From an optimization exercise on the open Yosys and OpenROAD flow, aimed at small area and a short achievable clock period; shortcuts taken in it are not production practice. Function was checked by simulation only, so behaviour that the tests miss may differ from the original. Power is estimated from default activity; no workload was simulated.

$ cat run.sh
#!/bin/bash
# synth_recipe.tcl (not shown) runs the flow's synth.tcl, then flattens the netlist and writes it again
# the make line also repeats each setting of config.mk as NAME=value (left out here)
make -C /OpenROAD-flow-scripts/flow DESIGN_CONFIG=/design/flow/config.mk WORK_HOME=/design/flow/orfs CLKGATE_MAP_FILE= SYNTH_SCRIPT=/design/flow/synth_recipe.tcl finish
$ cat config.mk
export PLATFORM = sky130hd
export DESIGN_NAME = tlb
export DESIGN_NICKNAME = tlb
export VERILOG_FILES = /design/flow/design.v
export SDC_FILE = /design/flow/constraint.sdc
export NUM_CORES = 4
export LEC_CHECK = 0
export CAP_MARGIN = 20
export CORE_MARGIN = 2
export CORE_UTILIZATION = 35
export SETUP_SLACK_MARGIN = 3
export SLEW_MARGIN = 20
export SYNTH_HIERARCHICAL = 1
$ cat constraint.sdc
create_clock -name core_clock -period 10.0 [get_ports {clk}]
set_input_delay 2.0000 -clock core_clock [delete_from_list [all_inputs] [get_ports {clk}]]
set_output_delay 2.0000 -clock core_clock [all_outputs]
set_load 0.01 [all_outputs]
$ cat design.v
`timescale 1ns / 1ps
module tlb(
    input wire clk,
    input wire [18:0] s0_vppn,
    input wire        s0_va_bit12,
    input wire [ 9:0] s0_asid,
    output wire        s0_found,
    output wire [ 3:0] s0_index,
    output wire [19:0] s0_ppn,
    output wire [ 5:0] s0_ps,
    output wire [ 1:0] s0_plv,
    output wire [ 1:0] s0_mat,
    output wire        s0_d   ,
    output wire        s0_v   ,
    input wire [18:0] s1_vppn,
    input wire        s1_va_bit12,
    input wire [ 9:0] s1_asid,
    output wire        s1_found,
    output wire [ 3:0] s1_index,
    output wire [19:0] s1_ppn,
    output wire [ 5:0] s1_ps,
    output wire [ 1:0] s1_plv,
    output wire [ 1:0] s1_mat,
    output wire        s1_d   ,
    output wire        s1_v   ,
    input wire         invtlb_valid,
    input wire  [ 4:0] invtlb_op,
    input wire        we,
    input wire        w_e,
    input wire [18:0] w_vppn,
    input wire [ 9:0] w_asid,
    input wire        w_g,
    input wire [ 5:0] w_ps,
    input wire [ 3:0] w_index,
    input wire [19:0] w_ppn0,
    input wire [ 1:0] w_plv0,
    input wire [ 1:0] w_mat0,
    input wire        w_d0   ,
    input wire        w_v0   ,
    input wire [19:0] w_ppn1,
    input wire [ 1:0] w_plv1,
    input wire [ 1:0] w_mat1,
    input wire        w_d1   ,
    input wire        w_v1   ,
    input wire [ 3:0] r_index,
    output wire        r_e,
    output wire [18:0] r_vppn,
    output wire [ 9:0] r_asid,
    output wire        r_g,
    output wire [ 5:0] r_ps,
    output wire [19:0] r_ppn0,
    output wire [ 1:0] r_plv0,
    output wire [ 1:0] r_mat0,
    output wire        r_d0   ,
    output wire        r_v0   ,
    output wire [19:0] r_ppn1,
    output wire [ 1:0] r_plv1,
    output wire [ 1:0] r_mat1,
    output wire        r_d1   ,
    output wire        r_v1
    );
wire [25:0] w_p0 = {w_ppn0, w_plv0, w_mat0, w_d0, w_v0};
wire [25:0] w_p1 = {w_ppn1, w_plv1, w_mat1, w_d1, w_v1};
wire        w_big = (w_ps == 6'd21);
wire        inv = invtlb_valid & ~we;
wire [15:0] e_q, big_q, g_q;
wire [18:0] vppn_q [15:0];
wire [ 9:0] asid_q [15:0];
wire [25:0] p0_q   [15:0];
wire [25:0] p1_q   [15:0];
wire [15:0] m0, m1;
wire [15:0] h0e, h0o, h1e, h1o;
genvar i;
generate for (i = 0; i < 16; i = i + 1) begin : ent
    reg        e, big, g;
    reg [18:0] vppn;
    reg [ 9:0] asid;
    reg [25:0] p0, p1;
    wire wsel = we & (w_index == i);
    always @(posedge clk) begin
        if (wsel) begin
            vppn <= w_vppn;
            asid <= w_asid;
            g    <= w_g;
            big  <= w_big;
            p0   <= w_p0;
            p1   <= w_p1;
        end
    end
    wire vm0 = (s0_vppn[18:9] == vppn[18:9]) & (big | (s0_vppn[8:0] == vppn[8:0]));
    wire vm1 = (s1_vppn[18:9] == vppn[18:9]) & (big | (s1_vppn[8:0] == vppn[8:0]));
    wire am0 = (s0_asid == asid);
    wire am1 = (s1_asid == asid);
    assign m0[i] = e & vm0 & (g | am0);
    assign m1[i] = e & vm1 & (g | am1);
    wire kill = (invtlb_op == 5'd0) | (invtlb_op == 5'd1)
              | ((invtlb_op == 5'd2) &  g)
              | ((invtlb_op == 5'd3) & ~g)
              | ((invtlb_op == 5'd4) & ~g & am1)
              | ((invtlb_op == 5'd5) & ~g & am1 & vm1)
              | ((invtlb_op == 5'd6) & (g | am1) & vm1);
    always @(posedge clk) begin
        if (wsel)
            e <= w_e;
        else if (inv & kill)
            e <= 1'b0;
    end
    wire odd0 = big ? s0_vppn[8] : s0_va_bit12;
    wire odd1 = big ? s1_vppn[8] : s1_va_bit12;
    assign h0e[i] = m0[i] & ~odd0;
    assign h0o[i] = m0[i] &  odd0;
    assign h1e[i] = m1[i] & ~odd1;
    assign h1o[i] = m1[i] &  odd1;
    assign e_q[i] = e;
    assign big_q[i] = big;
    assign g_q[i] = g;
    assign vppn_q[i] = vppn;
    assign asid_q[i] = asid;
    assign p0_q[i] = p0;
    assign p1_q[i] = p1;
end endgenerate
wire [25:0] s0_pg, s1_pg;
genvar b;
generate for (b = 0; b < 26; b = b + 1) begin : sel
    wire [15:0] d0, d1;
    for (i = 0; i < 16; i = i + 1) begin : col
        assign d0[i] = p0_q[i][b];
        assign d1[i] = p1_q[i][b];
    end
    tlb_ao32 u0 (.s({h0o, h0e}), .d({d1, d0}), .q(s0_pg[b]));
    tlb_ao32 u1 (.s({h1o, h1e}), .d({d1, d0}), .q(s1_pg[b]));
end endgenerate
wire s0_big = |(m0 & big_q);
wire s1_big = |(m1 & big_q);
assign s0_found = |m0;
assign s0_index = {|(m0 & 16'hff00), |(m0 & 16'hf0f0), |(m0 & 16'hcccc), |(m0 & 16'haaaa)};
assign s0_ps    = s0_big ? 6'd21 : 6'd12;
assign {s0_ppn, s0_plv, s0_mat, s0_d, s0_v} = s0_pg;
assign s1_found = |m1;
assign s1_index = {|(m1 & 16'hff00), |(m1 & 16'hf0f0), |(m1 & 16'hcccc), |(m1 & 16'haaaa)};
assign s1_ps    = s1_big ? 6'd21 : 6'd12;
assign {s1_ppn, s1_plv, s1_mat, s1_d, s1_v} = s1_pg;
wire [15:0] rsel;
wire [83:0] rq;
wire [83:0] rd [15:0];
generate for (i = 0; i < 16; i = i + 1) begin : rdec
    assign rsel[i] = (r_index == i);
    assign rd[i] = {e_q[i], vppn_q[i], asid_q[i], g_q[i], big_q[i], p0_q[i], p1_q[i]};
end endgenerate
generate for (b = 0; b < 84; b = b + 1) begin : rdb
    wire [15:0] c;
    for (i = 0; i < 16; i = i + 1) begin : col
        assign c[i] = rd[i][b];
    end
    tlb_ao16 u (.s(rsel), .d(c), .q(rq[b]));
end endgenerate
wire r_big;
assign {r_e, r_vppn, r_asid, r_g, r_big,
        r_ppn0, r_plv0, r_mat0, r_d0, r_v0,
        r_ppn1, r_plv1, r_mat1, r_d1, r_v1} = rq;
assign r_ps = r_big ? 6'd21 : 6'd12;
endmodule
module tlb_ao32(input wire [31:0] s, input wire [31:0] d, output wire q);
assign q = |(s & d);
endmodule
module tlb_ao16(input wire [15:0] s, input wire [15:0] d, output wire q);
assign q = |(s & d);
endmodule
==> notes.md <==
[worst min-delay path by stage]
stage	startpoint	slack (ns)	depth (start not counted)	to
finish	ent[5].g	1.10	2	ent[5].e
global route	ent[8].g	1.09	3	ent[8].e
CTS	ent[5].g	1.01	2	ent[5].e
detailed placement	ent[5].g	0.95	2	ent[5].e
global placement	ent[5].g	0.93	2	ent[5].e
floorplan	ent[5].g	0.74	2	ent[5].e
[per-stage QoR]
stage / hold WS, ns / setup WS, ns / area, um^2 / std cells
after floorplan: 0.7383 / 2.458 / 71170 / 5030
after global placement: 0.9314 / 0.7552 / 79890 / 8135
after detailed placement: 0.9476 / 0.8096 / 79960 / 8137
after CTS: 1.014 / 2.915 / 89460 / 8651
after global routing: 1.093 / 2.930 / 90900 / 8704
final: 1.097 / 2.932 / 90920 / 8712
[sequential cells by signal (all words and copies together) (netlist names)]
signal	cells
ent.p0	416
ent.p1	416
ent.vppn	304
ent.asid	160
ent.big	16
ent.e	16
ent.g	16
[Yosys stat by module (local to each module, per instance)]
| module | cell area [um^2] | copies in the design | flip-flops and latches |
|---|---|---|---|
| tlb | 54240 | 1 | 1344 |
| tlb_ao32 | 157.7 | 52 | 0 |
| tlb_ao16 | 101.3 | 84 | 0 |
[placed cells by master, fill, tap and decap left out, types with 162 or more instances in the layout]
cell type	Yosys	final
sky130_fd_sc_hd__a221oi_2	336	335
sky130_fd_sc_hd__clkdlybuf4s50_1	0	197
sky130_fd_sc_hd__clkbuf_16	0	162
sky130_fd_sc_hd__nand4_1	367	367
sky130_fd_sc_hd__xor2_1	538	503
sky130_fd_sc_hd__a22oi_1	788	750
sky130_fd_sc_hd__xnor2_1	389	382
sky130_fd_sc_hd__a22o_1	336	336
sky130_fd_sc_hd__edfxtp_1	1344	1344
sky130_fd_sc_hd__buf_4	47	355
[Yosys cell counts, types with 32 or more instances]
master / number
sky130_fd_sc_hd__a221oi_2: 336
sky130_fd_sc_hd__a22o_1: 336
sky130_fd_sc_hd__a22oi_1: 788
sky130_fd_sc_hd__a22oi_2: 52
sky130_fd_sc_hd__a41oi_1: 36
sky130_fd_sc_hd__buf_2: 63
sky130_fd_sc_hd__buf_4: 47
sky130_fd_sc_hd__edfxtp_1: 1344
sky130_fd_sc_hd__mux2i_1: 32
sky130_fd_sc_hd__nand2_1: 34
sky130_fd_sc_hd__nand3_1: 33
sky130_fd_sc_hd__nand4_1: 367
sky130_fd_sc_hd__nor2_1: 79
sky130_fd_sc_hd__nor3_1: 48
sky130_fd_sc_hd__nor4_1: 134
sky130_fd_sc_hd__or4_1: 55
sky130_fd_sc_hd__xnor2_1: 389
sky130_fd_sc_hd__xor2_1: 538
[logic make-up (layout without fill, tap and decap cells)]
kind of cell / after synthesis / count (layout) / synth area share
AO/OA/AOI/OAI: 1657 / 1657 / 0.2209
XOR/XNOR: 928 / 928 / 0.1147
buffers and inverters: 177 / 1168 / 0.01552
flip-flops: 1344 / 1344 / 0.5689
multiplexers: 33 / 33 / 0.004674
other: 2 / 22 / 0.0001059
AND/OR/NAND/NOR: 882 / 888 / 0.07532
[per-layer routing]
metal,global-route usage,up-vias
met5,0.002799,-
met4,0.2654,30
met3,0.1066,1672
met2,0.5323,5688
met1,0.4263,30530
li1,-,23290
[area by class of cell]
cell class,count,area [um^2]
Fill cell,17880,111000
Sequential cell,1344,40360
Multi-Input combinational cell,3515,32170
Timing Repair Buffer,875,9684
Clock buffer,176,3958
Tap cell,2672,3343
Clock inverter,106,1333
Inverter,11,41.29
Antenna cell,13,32.53
[power breakdown]
group          switching [mW]  internal [mW]
Combinational           0.796          0.479
Clock                    2.56           3.45
Sequential              0.136           6.33
[worst register-to-register path: cells and delay by family (launching register included)]
kind / cells / cell delay, ns
AOI/OAI and AO/OA: 2 / 0.41
xor gates and xnor gates: 1 / 0.22
buffers and inverters: 1 / 0.20
DFF: 1 / 0.51
and+or+nand+nor: 3 / 1.10
[timing repair]
action	4_1_cts	5_1_grt
setup endpoints to repair	154	69
buffers inserted	218	41
gates resized for setup	827	247
cloned	14	7
pin swaps	157	109
==> notes.md <==
- Measured against its own limit, the worst slew margin works out to 0.1804.
- Worst slew pin tran: 1.229 ns
- In the final timing run, aggregate negative setup slack is 0 ns.
* Final min period: between 7 and 8 ns
- The core region is 201900 um^2.
- The number of pins with negative max-slew slack in the final report was 0.
- Number of setup violations in the final report: 0
- Critical path startpoint: s1_asid[2]
- The share of synthesized area in the top cell type comes to 0.5689.
* Asr flop ratio synth: 0
- Walking the worst path, the cells encountered are buf_6, xor2_1, nor4_1, a41oi_2, nor3_2, and2_4, buf_12, buf_4, a22oi_2, nand4_1, or4_4, buf_2.
- Total Routing Usage GR: 0.3537
- Summed over all layers, the routed wires come to 378.7 mm.
* Unrepaired setup endpoints after global routing: true
* Synthesized cell area: ~71000 um^2
- The detail route stage leaves a number of antenna-violating nets equal to 0.
* Worst clock skew on the final layout: roughly 0.059 ns
- Post-layout utilization of the core: 0.4503
- Synthesis handed over a netlist of 5023 instances.
- Dominant cells by area after synthesis: sky130_fd_sc_hd__edfxtp_1 57%, sky130_fd_sc_hd__a22oi_1 8.3%, sky130_fd_sc_hd__a221oi_2 7.1%, sky130_fd_sc_hd__xor2_1 6.6%, sky130_fd_sc_hd__xnor2_1 4.8%
- Number of core rows: 165
- The netlist uses 73 different library cells.
* Register-to-Register Setup Slack: 7.32 ns
* 1st-pass router iterations: 10
- Together, buffers and inverters on the worst path number 4.
* Data arrival, critical path: 5.07 ns
- # DRC: 0
* Initial core utilization: 0.3514
- Timing would allow up to 141.5 MHz.
- Instance count on the critical path: 12
- Summing over every cut layer, the via total after detailed routing is 61210.
* Setup crit end: s1_ppn[11]
- Post-synthesis sequential area ratio: 0.5689
- The longest clock path from root to sink contains 3 buffers.
- The hold violation count in the final report was 0.
* Number of nets in the layout: 6065
* TritonCTS clock tree: done
- After clock tree synthesis, the clock-pin slew on the worst setup and hold paths is around 0.06 ns.
- Number of flops mapped to enable cells by yosys: 1344
- Status: timing/DRC/antenna clean
- Crit path launch type: input port
- Max FO, Critical Path: 11
- In this run, CTS created clock tree buffers numbering 153.
- The worst setup path is captured at a primary output.
- CTS placed an instance of sky130_fd_sc_hd__clkbuf_16 at the clock tree root.
* Count of input and output buffers: 318
- After legalization and detailed placement, the total HPWL measured around 240 mm.
- Across the VDD grid, the largest voltage drop is 0.1383 mV.
- The first global-routing pass estimated 502.9 mm of wire.
* Largest net degree at the start of global routing: 72
- In this run the count of I/O pins placed on the die edge is 328.
- The die covers 206300 um^2.
- After the first detailed-routing iteration, the DRC count stood at 10730.
- Of the cells placed in the final design, the portion with a size suffix greater than 1 is 0.2811.
* Number of clock sinks: approximately 1300
* Total power of the final layout: 13.75 mW
- Maximum cell stage delay along the critical path: roughly 0.63 ns
- Met2 wire len: around 160 mm
- Final weighted congestion in routability-driven placement: between 1 and 1.5
- The Yosys step of the flow raised 7 warnings.
- Critical path data required time: 8.00 ns
* Top FF cell, synth: sky130_fd_sc_hd__edfxtp_1
- Counting cells, the worst reg-to-reg path comes to 7.
- The worst hold path belongs to the class flop to flop.
- Detailed-route wire length on metal 1: about 130 mm
* Number of synthesized register bits: 1344
- Power spread over the standard cell area amounts to approximately 150 nW/um^2.
* Synthesis-to-layout area growth: 28.15%
- The worst register-to-register path begins at ent[12].asid[3].
- The critical path in this run is classified as input port to primary output.
* Avg WL per Cell: 43.47 um
- Post-synthesis cell type with the largest combined area: sky130_fd_sc_hd__edfxtp_1
- Using the TritonRoute via totals, the vias-per-cell ratio works out to 7.026.
- Syn_area_per_cell: about 14 um^2
* Top Family by Delay on Critical Path: simple AND/OR/NAND/NOR gates
* Clock latency of the later-clocked register in the worst-skew pair: 0.85 ns
- Summed over all cells, the static leakage comes to 29.26 nW.
- The detailed router used layers up to and including met5.
- Final worst-path cycle share: 0.7068
* Capture point of the worst reg-to-reg path: ent[12].e
- Detailed routing placed a total of 46.74 mm of wire on met3.
* Die X-Extent: 454.2 um
* Die Span Y: between 400 and 500 um
- Post-CTS Hold Fix Bufs: 0
* Number of antenna violations at the first check in global routing: 28
* Max-cap viol count: 0
* Critical-path top delay cell: sky130_fd_sc_hd__or4_4
- Vias in the first global route: 58870
- Sum of overflow across all layers after global routing: 0
* Count of H-tree levels built during CTS: 4

## re-timing with driven ports
Ports are ideal in the flow. The routed layout listed here was re-timed in OpenROAD.
Step 1 (the two cells are an assumption about what drives the block):
set clk [get_ports {clk}]
set_driving_cell -lib_cell sky130_fd_sc_hd__clkbuf_16 $clk
set_driving_cell -lib_cell sky130_fd_sc_hd__buf_2 [delete_from_list [all_inputs] $clk]
Step 2 also shifts input and output timing later by t, the mid clock arrival at the registers, as if the neighbouring blocks saw the same clock.
a / b / c = ideal / step 1 / step 2; a / b = the first two.
shift t [ns]: 0.921
setup slack, ns: 2.932 / 2.885 / 2.885
clock arrival spread, ns: 0.092 / 0.092
worst slew at a driven data input, ns: 0.22
After both steps setup and hold are still met in this run. For this run, drivers alone change the setup slack by -0.047 ns; drivers and shift together by -0.047 ns.
